From an optimization exercise on the open Yosys and OpenROAD flow, aimed at small area and a short achievable clock period; shortcuts taken in it are not production practice.
Function was checked by simulation only, so behaviour that the tests miss may differ from the original.

==> flow/design.v (outline; a module is shown in full before it is edited, if it fits) <==
// module div64_top: 23 lines
// module divider: 245 lines
// module dv_norm: 1063 lines
// module dv_d3: 727 lines
// module dv_row0: 147 lines
// module dv_row: 222 lines
// module dv_row1: 223 lines
// module dv_rowl: 224 lines
// module dv_pre: 41 lines
// module dv_qds: 90 lines
// module dv_qds1: 82 lines
// module dv_qds0: 31 lines
// module dv_static: 17 lines
// module dv_qglue0: 11 lines
// module dv_qglue: 18 lines
// module dv_final: 2596 lines
// module dv_lzc: 36 lines
// module c_inv: 5 lines
// module c_buf8: 5 lines
// module c_nand2: 5 lines
// module c_nor2: 5 lines
// module c_and2: 5 lines
// module c_or2: 5 lines
// module c_nand3: 5 lines
// module c_nor3: 5 lines
// module c_xor2: 5 lines
// module c_xnor2: 5 lines
// module c_aoi21: 5 lines
// module c_oai21: 5 lines
// module c_aoi22: 5 lines
// module c_aoi222: 5 lines
// module c_mux2: 5 lines
// module c_mux2i: 5 lines
// module c_aoi211: 5 lines
// module c_ha: 6 lines
// module c_fa: 6 lines
module div64_top (
  input          clk,
  input  [63:0]  a,
  input  [63:0]  b,
  output [63:0]  quotient,
  output [63:0]  remainder
);
  // ...
==> flow/flow/run.sh <==
#!/bin/bash
# Layout flow: the standard flow (standard.sh, its synthesis included)
# with these additions (the clock and the constraints stay the design's):
#  - after floorplanning, downsize.tcl sets logic cells that synthesis had
#    given a larger drive back to drive strength 1;
#  - ports are buffered with sky130_fd_sc_hd__buf_1;
#  - before detailed placement, repair.tcl runs the resizer's timing repair
#    with a setup margin.
# Every tool's output goes to a log file in this folder.
set -euo pipefail
W=$(pwd)
export POST_FLOORPLAN_TCL="$W/flow/downsize.tcl"
export BUFFER_PORTS_ARGS="-buffer_cell sky130_fd_sc_hd__buf_1"
export PRE_DETAIL_PLACE_TCL="$W/flow/repair.tcl"
export MY_SETUP_MARGIN=279.5
bash standard.sh > log_layout.txt 2>&1
==> flow/flow/downsize.tcl <==
# POST_FLOORPLAN_TCL: logic cells that synthesis gave a larger drive go back
# to drive strength 1 (same function); the timing repair after placement
# sizes up what the critical path needs.
set db [ord::get_db]
set block [[$db getChip] getBlock]
set n 0
foreach inst [$block getInsts] {
  set m [[$inst getMaster] getName]
  if { [regexp {^(sky130_fd_sc_hd__(a21oi|a22oi|a211oi|a221oi|a222oi|nor2|nor3|nor4|nand2|nand3|nand4|o21ai|o22ai|mux2|mux2i|xor2|xnor2|inv|and2|or2|a21o|o21a))_([0-9]+)$} $m -> base fn size] } {
    if { $size == 1 } { continue }
    set nm [$db findMaster ${base}_1]
    if { $nm != "NULL" && $nm != "" } {
      $inst swapMaster $nm
      incr n
    }
  }
}
puts "downsize: $n instances set to drive strength 1"
==> flow/flow/repair.tcl <==
# Sourced before detailed placement (PRE_DETAIL_PLACE_TCL): the resizer's
# timing repair on the placed design with a setup margin, so that it
# shortens the critical path although the clock period is met with room.
# Pin swapping and gate cloning are left out (they change the netlist's
# structure beyond sizing and buffering).
source $::env(PLATFORM_DIR)/setRC.tcl
if { [env_var_exists_and_non_empty DONT_USE_CELLS] } {
  set_dont_use $::env(DONT_USE_CELLS)
}
estimate_parasitics -placement
report_worst_slack
log_cmd repair_timing -setup -setup_margin $::env(MY_SETUP_MARGIN) -repair_tns 0 \
  -skip_gate_cloning -skip_pin_swap
estimate_parasitics -placement
report_worst_slack
report_design_area
==> flow/standard.sh <==
#!/bin/bash
# synth_recipe.tcl (not shown) runs the flow's synth.tcl, then flattens the netlist and writes it again
# the make line also repeats each setting of config.mk as NAME=value (left out here)
make -C /OpenROAD-flow-scripts/flow DESIGN_CONFIG=/design/flow/config.mk WORK_HOME=/design/flow/orfs CLKGATE_MAP_FILE= SYNTH_SCRIPT=/design/flow/synth_recipe.tcl "${@:-finish}"
==> flow/config.mk <==
export PLATFORM = sky130hd
export DESIGN_NAME = div64_top
export DESIGN_NICKNAME = div64_top
export VERILOG_FILES = /design/flow/design.v
export SDC_FILE = /design/flow/constraint.sdc
export NUM_CORES = 8
export LEC_CHECK = 0
export ABC_AREA = 0
export CAP_MARGIN = 50
export CORE_MARGIN = 2
export CORE_UTILIZATION = 35
export GPL_TIMING_DRIVEN = 0
export SLEW_MARGIN = 40
export SYNTH_HIERARCHICAL = 1
==> flow/constraint.sdc <==
create_clock -name core_clock -period 350.0 [get_ports {clk}]
set_input_delay 70.0000 -clock core_clock [delete_from_list [all_inputs] [get_ports {clk}]]
set_output_delay 70.0000 -clock core_clock [all_outputs]
set_load 0.01 [all_outputs]
==> summary.txt, run 1 <==
Status
  • Status: timing/DRC/antenna clean

Worst setup path
  • CP Launch Point: b_q[2]

Floorplanning
  • IO Count: approximately 260
  • FP Rows: around 230

Cells and area
  • Clock buffer count: 36
  • Top cell category: multi-input gates
  • Multi-input combinational area share: approximately 82%
  • Final Cell Area: 150000 µm²
  • ClkCell Share: less than 1%
  • Commonest non-fill, non-tap cell in the layout: xnor2_1
  • Fillers: approximately 38000
  • Nets: 17200
  • Non-filler cells, final: 20000
  • Share of post-route cells with drive strength above 1: 11.7%
  • Data buffer area share: between 7 and 8%

Yosys
  • YS warnings: 39

Routing
  • M1 WL: 205000 µm
  • ANT nets after route: 0
  • Total Wirelength: 527000 µm
  • DR pass1 iterations: 14

Placement
  • Pre-CTS WS: 273.17 ns
  • Post-placement cell count: between 15000 and 20000
  • I/O Buffers: around 260

Clocking
  • Post-CTS setup buffer count: 0
  • Hold-fix buffers, CTS: 0
  • PostCTS Resize Cnt: 0

Hold path
  • HP Start: b_q[31]
  • Worst hold path class: reg2reg

Global route
  • First-pass GRT wire length: 802000 µm

STA
  • Final hold vios: 0
  • Final setup fails: 0
==> run 2, diff against run 1 <==
==> flow/flow/run.sh (replaced) <==
#!/bin/bash
# Layout flow: the standard flow (standard.sh, its synthesis included)
# with these additions (the clock and the constraints stay the design's):
#  - after floorplanning, downsize.tcl sets logic cells that synthesis had
#    given a larger drive back to drive strength 1;
#  - ports are buffered with sky130_fd_sc_hd__buf_1;
#  - from global routing on, the standard flow's own timing repair after
#    global routing runs with a setup margin (SETUP_SLACK_MARGIN), on the
#    worst path only, without pin swapping or gate cloning.
# Every tool's output goes to a log file in this folder.
set -euo pipefail
W=$(pwd)
export POST_FLOORPLAN_TCL="$W/flow/downsize.tcl"
export BUFFER_PORTS_ARGS="-buffer_cell sky130_fd_sc_hd__buf_1"
bash standard.sh cts > log_layout_1.txt 2>&1
export SETUP_SLACK_MARGIN=279.5
export TNS_END_PERCENT=0
export SKIP_PIN_SWAP=1
export SKIP_GATE_CLONING=1
bash standard.sh > log_layout_2.txt 2>&1
removed: flow/flow/repair.tcl
==> run 2 against run 1 <==
- core utilization up 0.33 points
- synthesized area did not move
- wire length up 0.58%
- register-to-register slack worse by 1.8 ns
- critical path depth rose by 28
- setup slack got worse by 1.8 ns
- cell count barely moved
- hold slack improved by 0.017 ns
- flip-flop and latch count is the same
- die area did not move
- sequential share of layout area about the same
- still clean on timing, DRC and antenna
==> summary.txt, run 2 <==
Floorplanning
  • FP Rows: 226 (unchanged)
  • IO Count: 257 (unchanged)
  • Core area: 379000 µm² (unchanged)
  • Die height: 621 µm (unchanged)
  • Initial Utilization: 35.1% (unchanged)
  • Die W: 621 µm (unchanged)
  • Total Die Area: 385000 µm² (unchanged)

Routing
  • Vias: 127000 (about the same)
  • ANT nets after route: 0 (unchanged)
  • Avg WL per Cell: 26.5 µm (was 26.4 µm)
  • # DRC: 0 (unchanged)
  • Vias per cell: 6.35 (was 6.34)
  • DR pass1 iterations: 15 (was 14)
  • Drt first-iter violations: 24400 (was 23900)
  • Total Wirelength: 530000 µm (was 527000 µm)

Worst setup path
  • CP endpoint: r_q[0] (was r_q[1])
  • CP Launch Type: flop (unchanged)
  • Critical Path AT: 81.12 ns (was 79.38 ns)
  • CP Launch Point: b_q[42] (was b_q[2])
  • Worst setup EP type: flop (unchanged)
  • CP max FO: 24 (was 32)
  • Max incr delay on CP: 0.62 ns (was 0.68 ns)
  • Reg2reg path depth: 441 (was 413)
  • Worst r2r dst: r_q[0] (was r_q[1])
  • R2r setup slk: 269.44 ns (was 271.21 ns)
  • CP most frequent cell: o21ai_2 (was nor2_1)
  • Critical Path RT: 350.56 ns (was 350.59 ns)
  • Crit Reg-Reg Startpoint: b_q[42] (was b_q[2])
  • Critical path type: reg2reg (unchanged)
  • Crit path max-delay cell type: fa_2 (was fa_1)

Clocking
  • H-tree Lvls: 1 (unchanged)
  • Clk latency of the worst-skew pair: 0.77 ns (was 0.76 ns)
  • Clk pin slew, worst setup/hold paths: 0.07 ns (was 0.06 ns)
  • Root buf cell: clkbuf_16 (unchanged)
  • # clock sinks: 256 (unchanged)
  • Cts bufs inserted: 31 (was 30)
  • Longest Clk Path Bufs: 3 (unchanged)
  • CTS tree: yes (unchanged)
  • Hold-fix buffers, CTS: 0 (unchanged)

Yosys
  • Netlist Area Pre-Place: 133000 µm² (unchanged)
  • Mapped Avg Cell Area: 9.56 µm² (unchanged)
  • Syn Inst Count: 13900 (unchanged)
  • Post-synth net total: 16200 (unchanged)
  • YS warnings: 39 (unchanged)

STA
  • Slew headroom: 39.0% (was 37.1%)
  • Final period util: 23.0% (was 22.5%)
  • Final setup TNS: 0 ns (unchanged)
  • Measured slew at the worst slew-check pin: 0.914 ns (was 0.943 ns)
  • Final setup fails: 0 (unchanged)
  • Hold slack: 1.35 ns (was 1.33 ns)
  • Final hold vios: 0 (unchanged)
  • Pins Over Slew Limit: 0 (unchanged)
  • Fin Clk Skew: 0.0706 ns (was 0.0393 ns)
  • RSZ-0062 raised after global routing: true (was false)
  • Period minus WS final: 80.56 ns (was 78.79 ns)
  • Fmax achieved: 0.0124 GHz (was 0.0127 GHz)

Cells and area
  • Fillers: 37700 (was 37900)
  • Flip-flop and latch area: 5130 µm² (unchanged)
  • Area grow syn2layout: 13.6% (was 12.6%)
  • Final Cell Area: 151000 µm² (was 150000 µm²)
  • Commonest non-fill, non-tap cells in the layout: xnor2_1 (2246), a222oi_1 (1954), fa_1 (1941), nand2_1 (1289), nor2_1 (1144) (was xnor2_1 (2284), fa_1 (1957), a222oi_1 (1954), nand2_1 (1302), nor2_1 (1184))
  • Multi-input gate area: 125000 µm² (was 124000 µm²)
  • Nets: 17200 (about the same)
  • Share of post-route cells with drive strength above 1: 13.0% (was 11.7%)
  • Commonest non-fill, non-tap cell in the layout: xnor2_1 (unchanged)
  • Non-filler cells, final: 20000 (about the same)

Global route
  • Grt total ovfl: 0 (unchanged)
  • Largest net degree at the start of global routing: 65 (unchanged)
  • All-layer global routing usage: 25.6% (was 26.5%)
  • Number of global-route vias before repair: 123000 (was 127000)
  • First-pass GRT wire length: 778000 µm (was 802000 µm)
  • Initial antenna violation count: 13 (was 15)

Placement
  • Dpl hpwl: 392000 µm (was 409000 µm)
  • I/O Buffers: 256 (unchanged)
  • Final Wtd Congestion: 0.972 (unchanged)
  • Placed cell areas: 140000 µm² (was 148000 µm²)
  • Post-placement cell count: 19400 (was 19900)

Flow run
  • Maxcap violations: 0 (unchanged)

Hold path
  • Worst hold path class: reg2reg (unchanged)

Status
  • Status: timing/DRC/antenna clean (unchanged)
run 2: timing repair:
action	in CTS	in global routing
gates resized for setup	0	1093
buffers inserted	0	431
endpoints found under the setup margin	0	256
run 2: final cells by class:
cell class,count,area share [%]
clock inverters,20,0.160
repair buffers,994,6.13
clock buffers,37,0.541
plain buffers,318,1.85
flip-flops and latches,256,3.40
multi-input cells,12800,82.4
well taps,5016,4.15
diodes,6,0.00993
inverters,540,1.36
run 2: layer usage:
layer	track usage [%]	share of wire [%]
met1	32.6	38
met2	40.9	45
met3	5.39	11
met4	13.2	5.9
met5	0	0.011
run 2: stage by stage:
stage                     setup WS [ns]  util, %
after floorplan                  267.72        -
after global placement           245.49     36.1
after detailed placement         254.60     37.0
after CTS                        254.26     37.3
after global routing             264.72     39.9
final                            269.44     39.9
run 2: worst max-delay path, delay by kind of cell (launching register included):
family | cells | cell delay [ns]
AND/OR/NAND/NOR | 110 | 16.42
multiplexers | 44 | 8.92
buffers and inverters | 91 | 12.07
XOR/XNOR | 65 | 17.51
flip-flops | 1 | 0.34
AO/OA/AOI/OAI | 130 | 23.95
adder cells (fa/ha/maj) | 1 | 0.62
run 2: worst min path at each step:
stage               startpoint  endpoint  slack, ns  cells past startpoint
finish                 b_q[30]   r_q[63]       1.35                      8
detailed placement     b_q[31]   r_q[63]       1.24                      7
floorplan              b_q[31]   r_q[63]       0.96                      7
CTS                    b_q[46]   r_q[63]       1.26                      7
global route           b_q[46]   r_q[63]       1.43                      8
global placement       a_q[63]   q_q[62]       1.71                     12

## separate check: timing with driven ports
The flow's constraints put no driver on any port. The routed layouts listed below were extracted and timed again, unchanged, in two steps.
Step 1: set_driving_cell puts a clkbuf_16 on clk and a buf_2 on each other input, an assumption about the parent block.
Step 2, shift: input delay + t, output delay - t, t = (earliest + latest rising clock arrival at the registers) / 2. This alone moves slack from input paths to output paths.
Three values: no drivers, after step 1, after step 2; two values: the first two.
run	t, ns	setup slack, ns	worst setup path after step 2	latest minus earliest clock arrival (ns)	worst data-port slew with drivers (ns)
run 1	0.847	271.207 / 271.207 / 271.207	register to register	0.039 / 0.039	0.07
run 2	0.849	269.439 / 269.439 / 269.439	register to register	0.070 / 0.070	0.07
After both steps setup and hold are still met in every run listed.
